Background: an optimization exercise with open tools, aiming at small area, a short achievable clock period and few clock cycles per item. Do not read the settings as production practice.
In this exercise RTL edits were held to simulation tests only and were not proved equivalent to the original.

Design Bicubic, start of the top module:
module Bicubic(
           input CLK,
           input RST,
           input enable,
           input [7:0] input_data,
           output reg [13:0] iaddr,
           output reg ird,
           output reg we,
           output reg [13:0] waddr,
           output reg [7:0] output_data,
           input [6:0] V0,
           input [6:0] H0,
           input [4:0] SW,
           input [4:0] SH,
           input [5:0] TW,
           input [5:0] TH,
           output reg DONE
       );
localparam S_IDLE = 3'd0,
           S_LOAD = 3'd1,
           S_DIV  = 3'd2,
           S_RUN  = 3'd3,
           S_FIN1 = 3'd4,
           S_FIN2 = 3'd5;
localparam R_STEP = 2'd0,      
           R_COLS = 2'd1,      
           R_DONE = 2'd2;      
localparam QN = 7;
reg [2:0] state;
reg [1:0] rstate;
reg       hrun;            
reg       ahead;           
reg [6:0] rV0, rH0;
reg [4:0] rSW, rSH;
reg [5:0] rTW, rTH;
reg       ren;             
always @(posedge CLK) begin
    rV0 <= V0; rH0 <= H0; rSW <= SW; rSH <= SH; rTW <= TW; rTH <= TH;
end
wire [5:0] tw1 = rTW - 6'd1;
wire [5:0] th1 = rTH - 6'd1;
reg [19:0] hq, vq;
reg [5:0]  hr, vr;
  ...
clock: 110.0 ns
lec_check: 0
cap_margin: 20
core_margin: 2
core_utilization: 40
slew_margin: 20
standard.sh (not shown) runs the stock make flow with config.mk's settings and CLKGATE_MAP_FILE= SYNTH_SCRIPT=/design/flow/synth_recipe.tcl, a recipe that flattens the netlist after the stock synthesis.
==> flow/flow/run.sh <==
#!/bin/bash
# Layout flow: the standard flow (standard.sh) with three changes.
#  1. After the standard synthesis, flow/polar.py removes inverters between
#     full-adder cells: a full adder is self-dual, so feeding some adders the
#     complements of their inputs (and taking complemented outputs) makes most of
#     the inverters that synthesis left between adders unnecessary (two-input
#     gates that drive inverters may also be swapped for their complement, e.g.
#     and2 for nand2). Registers and all other cells are untouched; the
#     netlist stays logically equivalent.
#  2. Ports are buffered with sky130_fd_sc_hd__buf_2 (buffer_ports -buffer_cell)
#     instead of the default cell; every port still gets its buffer.
#  3. Clock tree synthesis without dummy loads and with sink clusters of up to
#     24 flip-flops within 120 um (fewer, fuller leaf buffers); the clock still
#     reaches every register through buffers.
# Each tool's output goes to a log file in this folder.
set -euo pipefail
R="$PWD/orfs/results/${FLOW_PLATFORM}/Bicubic/base"
bash standard.sh "$R/1_2_yosys.v" > synth.log 2>&1
cp "$R/1_2_yosys.v" "$R/1_2_yosys.std.v"
python3 flow/polar.py "$R/1_2_yosys.std.v" "$R/1_2_yosys.v" > polar.log 2>&1
export BUFFER_PORTS_ARGS="-buffer_cell sky130_fd_sc_hd__buf_2"
export CTS_ARGS="-sink_clustering_enable -repair_clock_nets -dont_use_dummy_load -sink_clustering_size 24 -sink_clustering_max_diameter 120"
bash standard.sh > layout.log 2>&1
Other scripts of this flow, unchanged in this note and not shown: flow/flow/polar.py
Testbench counts at the start, summed over its fixed seeds: cycles 88,702, pixels 56,749.
==> next run, changes <==
--- a/flow/flow/run.sh
+++ b/flow/flow/run.sh
@@ -2 +2 @@
-# Layout flow: the standard flow (standard.sh) with three changes.
+# Layout flow: the standard flow (standard.sh) with two changes.
@@ -8,2 +8,2 @@
-#     and2 for nand2). Registers and all other cells are untouched; the
-#     netlist stays logically equivalent.
+#     and2 for nand2). Registers and
+#     all other cells are untouched; the netlist stays logically equivalent.
@@ -12,3 +11,0 @@
-#  3. Clock tree synthesis without dummy loads and with sink clusters of up to
-#     24 flip-flops within 120 um (fewer, fuller leaf buffers); the clock still
-#     reaches every register through buffers.
@@ -22 +18,0 @@
-export CTS_ARGS="-sink_clustering_enable -repair_clock_nets -dont_use_dummy_load -sink_clustering_size 24 -sink_clustering_max_diameter 120"
Settings changed: CORE_UTILIZATION 40 to 60.
The changed run completed without violations. Final area increases by 0.97%. Critical path depth is unchanged. Synthesized area stays the same. Final cell count decreases by 8.1%.

---

## job 101
Starting RTL as in the previous note.
Settings: LEC_CHECK=0, CAP_MARGIN=20, CORE_MARGIN=2, CORE_UTILIZATION=40, SLEW_MARGIN=20; clock period 110.0 ns.
==> flow/flow/run.sh <==
#!/bin/bash
# Layout flow: the standard flow (standard.sh) with two changes.
#  1. After the standard synthesis, flow/polar.py removes inverters between
#     full-adder cells: a full adder is self-dual, so feeding some adders the
#     complements of their inputs (and taking complemented outputs) makes most of
#     the inverters that synthesis left between adders unnecessary (two-input
#     gates that drive inverters may also be swapped for their complement, e.g.
#     and2 for nand2). Registers and
#     all other cells are untouched; the netlist stays logically equivalent.
#  2. Ports are buffered with sky130_fd_sc_hd__buf_2 (buffer_ports -buffer_cell)
#     instead of the default cell; every port still gets its buffer.
# Each tool's output goes to a log file in this folder.
set -euo pipefail
R="$PWD/orfs/results/${FLOW_PLATFORM}/Bicubic/base"
bash standard.sh "$R/1_2_yosys.v" > synth.log 2>&1
cp "$R/1_2_yosys.v" "$R/1_2_yosys.std.v"
python3 flow/polar.py "$R/1_2_yosys.std.v" "$R/1_2_yosys.v" > polar.log 2>&1
export BUFFER_PORTS_ARGS="-buffer_cell sky130_fd_sc_hd__buf_2"
export CTS_ARGS="-sink_clustering_enable -repair_clock_nets -dont_use_dummy_load"
bash standard.sh > layout.log 2>&1
Other scripts of this flow, unchanged in this note and not shown: flow/flow/polar.py
Testbench counts of job 101, summed over its fixed seeds: cycles 88,702, pixels 56,749.
Changes in job 102 relative to job 101:
diff --git a/flow/flow/run.sh b/flow/flow/run.sh
--- a/flow/flow/run.sh
+++ b/flow/flow/run.sh
@@ -17,4 +17,3 @@
 python3 flow/polar.py "$R/1_2_yosys.std.v" "$R/1_2_yosys.v" > polar.log 2>&1
 export BUFFER_PORTS_ARGS="-buffer_cell sky130_fd_sc_hd__buf_2"
-export CTS_ARGS="-sink_clustering_enable -repair_clock_nets -dont_use_dummy_load"
 bash standard.sh > layout.log 2>&1
diff --git a/flow/config.mk b/flow/config.mk
--- a/flow/config.mk
+++ b/flow/config.mk
@@ -8,4 +8,5 @@
 export CAP_MARGIN = 20
 export CORE_MARGIN = 2
-export CORE_UTILIZATION = 40
+export CORE_UTILIZATION = 60
+export PLACE_DENSITY = 0.75
 export SLEW_MARGIN = 20
--- outcome ---
- For job 101, the timing startpoint of the critical path was iaddr[4], unlike job 102, where it was iaddr[11].
- Where via total after detailed routing is concerned, job 101 is better than job 102.
- There was hardly any difference in multi-input logic area between job 101 and job 102.
- Comparing job 102 and job 101, the lower routed wire length was measured on job 102.
- Re area after detailed placement: job 101 was higher than job 102.
- Having completed the whole flow, job 102 delivered a layout that passed the timing, DRC and antenna checks.
- Number of buffers and inverters on the critical path: job 101 vs job 102 identical
#### Input delta (job 103 over job 102)
diff --git a/flow/config.mk b/flow/config.mk
--- a/flow/config.mk
+++ b/flow/config.mk
@@ -6,7 +6,7 @@
 export NUM_CORES = 4
 export LEC_CHECK = 0
+export ABC_AREA = 1
 export CAP_MARGIN = 20
 export CORE_MARGIN = 2
-export CORE_UTILIZATION = 60
-export PLACE_DENSITY = 0.75
+export CORE_UTILIZATION = 40
 export SLEW_MARGIN = 20
[summary]
Measured against job 102, the number of vias after detailed routing of job 103 comes out at 1.08 times the reference value.
Changes observed in job 103 relative to job 102: HPWL after detailed placement grew by about 7%, final critical path time including I/O delays and setup went up by 0.044 ns, global routing usage summed across all routing layers fell by 8.5 points, synthesized cell count grew by about 16%.
Job 102 → job 103: synthesized area saw an increase; wire length on met1 has increased.

---

Bicubic, a different RTL version from the one above (not shown whole).
Size in the first run: ~0.060 mm2 of cells after synthesis.
## Bicubic
module Bicubic(
           input CLK,
           input RST,
           input enable,
           input [7:0] input_data,
           output reg [13:0] iaddr,
           output reg ird,
           output reg we,
           output reg [13:0] waddr,
           output reg [7:0] output_data,
           input [6:0] V0,
           input [6:0] H0,
           input [4:0] SW,
           input [4:0] SH,
           input [5:0] TW,
           input [5:0] TH,
           output reg DONE
       );
==> flow/config.mk <==
export PLATFORM = sky130hd
export DESIGN_NAME = Bicubic
export DESIGN_NICKNAME = Bicubic
export VERILOG_FILES = /design/flow/design.v
export SDC_FILE = /design/flow/constraint.sdc
export NUM_CORES = 4
export LEC_CHECK = 0
export CAP_MARGIN = 20
export CORE_MARGIN = 2
export CORE_UTILIZATION = 40
export CTS_BUF_LIST = sky130_fd_sc_hd__clkbuf_4
export SLEW_MARGIN = 20
==> flow/constraint.sdc <==
create_clock -name core_clock -period 110.0 [get_ports {CLK}]
set_input_delay 22.0000 -clock core_clock [delete_from_list [all_inputs] [get_ports {CLK}]]
set_output_delay 22.0000 -clock core_clock [all_outputs]
set_load 0.01 [all_outputs]
==> flow/flow/run.sh <==
#!/bin/bash
# Layout flow: the standard flow (standard.sh) with two changes.
#  1. After the standard synthesis, flow/polar.py removes inverters between
#     full-adder cells: a full adder is self-dual, so feeding some adders the
#     complements of their inputs (and taking complemented outputs) makes most of
#     the inverters that synthesis left between adders unnecessary. Registers and
#     all other cells are untouched; the netlist stays logically equivalent.
#  2. Ports are buffered with sky130_fd_sc_hd__buf_2 (buffer_ports -buffer_cell)
#     instead of the default cell; every port still gets its buffer.
# Each tool's output goes to a log file in this folder.
set -euo pipefail
R="$PWD/orfs/results/${FLOW_PLATFORM}/Bicubic/base"
bash standard.sh "$R/1_2_yosys.v" > synth.log 2>&1
cp "$R/1_2_yosys.v" "$R/1_2_yosys.std.v"
python3 flow/polar.py "$R/1_2_yosys.std.v" "$R/1_2_yosys.v" > polar.log 2>&1
export BUFFER_PORTS_ARGS="-buffer_cell sky130_fd_sc_hd__buf_2"
bash standard.sh > layout.log 2>&1
Other scripts of this flow, unchanged in this note and not shown: flow/flow/polar.py
Testbench counts at the start, summed over its fixed seeds: cycles 91,921, pixels 56,749.
Rerun with:
CTS_BUF_LIST = unset   (was sky130_fd_sc_hd__clkbuf_4)
Die area does not change.
Register-to-register slack got worse by 150 ps.
Setup slack improved by 400 ps.

---

nickel:
Bicubic with an RTL version that a note above also has.
Size in the first run: ~5700 cells after synthesis, ~0.060 mm2 of cells after synthesis.
==> flow/config.mk <==
export PLATFORM = sky130hd
export DESIGN_NAME = Bicubic
export DESIGN_NICKNAME = Bicubic
export VERILOG_FILES = /design/flow/design.v
export SDC_FILE = /design/flow/constraint.sdc
export NUM_CORES = 4
export LEC_CHECK = 0
export CAP_MARGIN = 20
export CORE_MARGIN = 2
export CORE_UTILIZATION = 40
export SLEW_MARGIN = 20
==> flow/constraint.sdc <==
create_clock -name core_clock -period 110.0 [get_ports {CLK}]
set_input_delay 22.0000 -clock core_clock [delete_from_list [all_inputs] [get_ports {CLK}]]
set_output_delay 22.0000 -clock core_clock [all_outputs]
set_load 0.01 [all_outputs]
==> flow/flow/run.sh <==
#!/bin/bash
# Layout flow: the standard flow (standard.sh) with two changes.
#  1. After the standard synthesis, flow/polar.py removes inverters between
#     full-adder cells: a full adder is self-dual, so feeding some adders the
#     complements of their inputs (and taking complemented outputs) makes most of
#     the inverters that synthesis left between adders unnecessary (two-input
#     gates that drive inverters may also be swapped for their complement, e.g.
#     and2 for nand2). Registers and
#     all other cells are untouched; the netlist stays logically equivalent.
#  2. Ports are buffered with sky130_fd_sc_hd__buf_2 (buffer_ports -buffer_cell)
#     instead of the default cell; every port still gets its buffer.
#  3. Clock tree synthesis without dummy loads and with sink clusters of up to
#     30 flip-flops within 60 um (fewer, fuller leaf buffers); the clock still
#     reaches every register through buffers.
# Each tool's output goes to a log file in this folder.
set -euo pipefail
R="$PWD/orfs/results/${FLOW_PLATFORM}/Bicubic/base"
bash standard.sh "$R/1_2_yosys.v" > synth.log 2>&1
cp "$R/1_2_yosys.v" "$R/1_2_yosys.std.v"
python3 flow/polar.py "$R/1_2_yosys.std.v" "$R/1_2_yosys.v" > polar.log 2>&1
export BUFFER_PORTS_ARGS="-buffer_cell sky130_fd_sc_hd__buf_2"
export CTS_ARGS="-sink_clustering_enable -repair_clock_nets -dont_use_dummy_load -sink_clustering_size 24 -sink_clustering_max_diameter 120"
bash standard.sh > layout.log 2>&1
Other scripts of this flow, unchanged in this note and not shown: flow/flow/polar.py
Testbench counts of nickel, summed over its fixed seeds: cycles 88,702, pixels 56,749.
[inputs] raven vs nickel
-- flow/flow/run.sh --
<<< nickel, line 20
python3 flow/polar.py "$R/1_2_yosys.std.v" "$R/1_2_yosys.v" > polar.log 2>&1
export BUFFER_PORTS_ARGS="-buffer_cell sky130_fd_sc_hd__buf_2"
export CTS_ARGS="-sink_clustering_enable -repair_clock_nets -dont_use_dummy_load -sink_clustering_size 24 -sink_clustering_max_diameter 120"
bash standard.sh > layout.log 2>&1
>>> raven, line 20
python3 flow/polar.py "$R/1_2_yosys.std.v" "$R/1_2_yosys.v" > polar.log 2>&1
export BUFFER_PORTS_ARGS="-buffer_cell sky130_fd_sc_hd__buf_2"
export CTS_ARGS="-sink_clustering_enable -repair_clock_nets -dont_use_dummy_load -sink_clustering_size 30 -sink_clustering_max_diameter 60"
bash standard.sh > layout.log 2>&1
Notes after the runs:
Met2 demand-to-capacity share in global routing delta (raven -> nickel): insignificant
The more densely filled core belongs to raven, not nickel.
Where final instance area is concerned, nickel is better than raven.
In summary, nickel completed successfully, with a layout that passed the timing, DRC and antenna checks.
raven was carried through to the last stage, and its layout satisfied the timing, DRC and antenna checks.
In the metrics for raven and nickel, the one carrying the lower number of cells in the finished layout apart from fillers is nickel.
For depth of the worst register-to-register path, nickel and raven come out practically identical.
raven and nickel ended up with nearly the same non-clock buffer count.
Modified inputs, pepper compared to raven
# raven
export LEC_CHECK = 0
export CAP_MARGIN = 20
export CORE_MARGIN = 2
export CORE_UTILIZATION = 40
export SLEW_MARGIN = 20
create_clock -name core_clock -period 110.0 [get_ports {CLK}]
# pepper
export LEC_CHECK = 0
export CAP_MARGIN = 0
export CORE_MARGIN = 2
export CORE_UTILIZATION = 40
export SLEW_MARGIN = 0
create_clock -name core_clock -period 110.0 [get_ports {CLK}]
==> flow/flow/run.sh <==
#!/bin/bash
# Layout flow: the standard flow (standard.sh) with two changes.
#  1. After the standard synthesis, flow/polar.py removes inverters between
#     full-adder cells: a full adder is self-dual, so feeding some adders the
#     complements of their inputs (and taking complemented outputs) makes most of
#     the inverters that synthesis left between adders unnecessary (two-input
#     gates that drive inverters may also be swapped for their complement, e.g.
#     and2 for nand2). Registers and
#     all other cells are untouched; the netlist stays logically equivalent.
#  2. Ports are buffered with sky130_fd_sc_hd__buf_2 (buffer_ports -buffer_cell)
#     instead of the default cell; every port still gets its buffer.
# Each tool's output goes to a log file in this folder.
set -euo pipefail
R="$PWD/orfs/results/${FLOW_PLATFORM}/Bicubic/base"
bash standard.sh "$R/1_2_yosys.v" > synth.log 2>&1
cp "$R/1_2_yosys.v" "$R/1_2_yosys.std.v"
python3 flow/polar.py "$R/1_2_yosys.std.v" "$R/1_2_yosys.v" > polar.log 2>&1
export BUFFER_PORTS_ARGS="-buffer_cell sky130_fd_sc_hd__buf_2"
bash standard.sh > layout.log 2>&1
--- outcome ---
[compare] base=raven new=pepper: post-route worst setup slack lower; sequential share of layout area now sits lower. Diff raven -> pepper: number of buffers outside the clock class in the layout now sits lower; instance area after placement barely changed.
Changes in garnet relative to pepper:
# pepper
export LEC_CHECK = 0
export CAP_MARGIN = 0
export CORE_MARGIN = 2
export CORE_UTILIZATION = 40
export SLEW_MARGIN = 0
create_clock -name core_clock -period 110.0 [get_ports {CLK}]
# garnet
export LEC_CHECK = 0
export CAP_MARGIN = 20
export CORE_MARGIN = 2
export CORE_UTILIZATION = 40
export SLEW_MARGIN = 20
create_clock -name core_clock -period 110.0 [get_ports {CLK}]
-- flow/flow/run.sh --
<<< pepper, line 17
python3 flow/polar.py "$R/1_2_yosys.std.v" "$R/1_2_yosys.v" > polar.log 2>&1
export BUFFER_PORTS_ARGS="-buffer_cell sky130_fd_sc_hd__buf_2"
bash standard.sh > layout.log 2>&1
>>> garnet, line 17
python3 flow/polar.py "$R/1_2_yosys.std.v" "$R/1_2_yosys.v" > polar.log 2>&1
export BUFFER_PORTS_ARGS="-buffer_cell sky130_fd_sc_hd__buf_2"
export CTS_ARGS="-sink_clustering_enable -repair_clock_nets -dont_use_dummy_load -sink_clustering_size 30 -sink_clustering_max_diameter 60"
bash standard.sh > layout.log 2>&1
## What came out
From pepper to garnet the numbers moved as follows: number of non-filler instances in the completed layout decreased by 54 relative to the old numbers, worst setup timing slack at the placement stage closely matched the old numbers.
Between pepper and garnet, the area of placed instances does not differ in any meaningful way.
Per the comparison of garnet with pepper, area added between synthesis and finish now sits lower; average wire per standard cell now sits higher.
Between garnet and pepper, the total via count after detailed routing figures differ only marginally.
Comparing garnet and pepper, sequential share of layout area is lower on pepper.
Changes in ember relative to garnet:
-- flow/flow/run.sh --
<<< garnet, line 17
python3 flow/polar.py "$R/1_2_yosys.std.v" "$R/1_2_yosys.v" > polar.log 2>&1
export BUFFER_PORTS_ARGS="-buffer_cell sky130_fd_sc_hd__buf_2"
export CTS_ARGS="-sink_clustering_enable -repair_clock_nets -dont_use_dummy_load -sink_clustering_size 30 -sink_clustering_max_diameter 60"
bash standard.sh > layout.log 2>&1
>>> ember, line 17
python3 flow/polar.py "$R/1_2_yosys.std.v" "$R/1_2_yosys.v" > polar.log 2>&1
export BUFFER_PORTS_ARGS="-buffer_cell sky130_fd_sc_hd__buf_2"
bash standard.sh > layout.log 2>&1
The run showing the greater number of clock buffers inserted by TritonCTS is ember.
The run showing the greater post-synthesis to final-layout area growth is ember.
ember against garnet: hold slack moved up, worst-margin pin slew moved up, area of all placed cells without fillers moved up, sum of routed wire length over all layers moved up.
Relative to garnet, cell count increased by about 0.75% in ember.
Going from garnet to ember, DRC marker count from the first detailed-route iteration increased 10%.

-- re-timing with driven ports --
The results above use ideal ports. As a check the final layouts listed here were re-extracted and re-timed, cells and wires unchanged.
Step 1, drivers: a clkbuf_16 drives CLK and a buf_2 each remaining input, both assumed.
Step 2, shift: input delay + t, output delay - t, t = (earliest + latest rising clock arrival at the registers) / 2. This alone moves slack from input paths to output paths.
Three values: ideal, step 1, step 2; two values: the first two.
run	shift t [ns]	setup WS [ns]	latest minus earliest clock arrival (ns)
the first run of note 1	0.681	86.691 / 86.623 / 87.304	0.100 / 0.100
the second run of note 1	0.735	86.683 / 86.612 / 87.347	0.062 / 0.062
job 101	0.693	86.713 / 86.640 / 87.333	0.076 / 0.077
job 102	0.687	86.712 / 86.648 / 87.335	0.036 / 0.036
job 103	0.726	86.668 / 86.600 / 87.326	0.073 / 0.072
the first run of note 3	1.109	86.297 / 86.235 / 87.344	0.095 / 0.094
the second run of note 3	0.714	86.695 / 86.629 / 87.342	0.030 / 0.029
nickel	0.681	86.691 / 86.623 / 87.304	0.100 / 0.100
raven	0.690	86.722 / 86.645 / 87.334	0.099 / 0.099
pepper	0.711	86.705 / 86.636 / 87.347	0.055 / 0.055
garnet	0.690	86.722 / 86.645 / 87.334	0.099 / 0.099
ember	0.712	86.702 / 86.636 / 87.348	0.038 / 0.038
After both steps setup and hold are still met in every run listed.
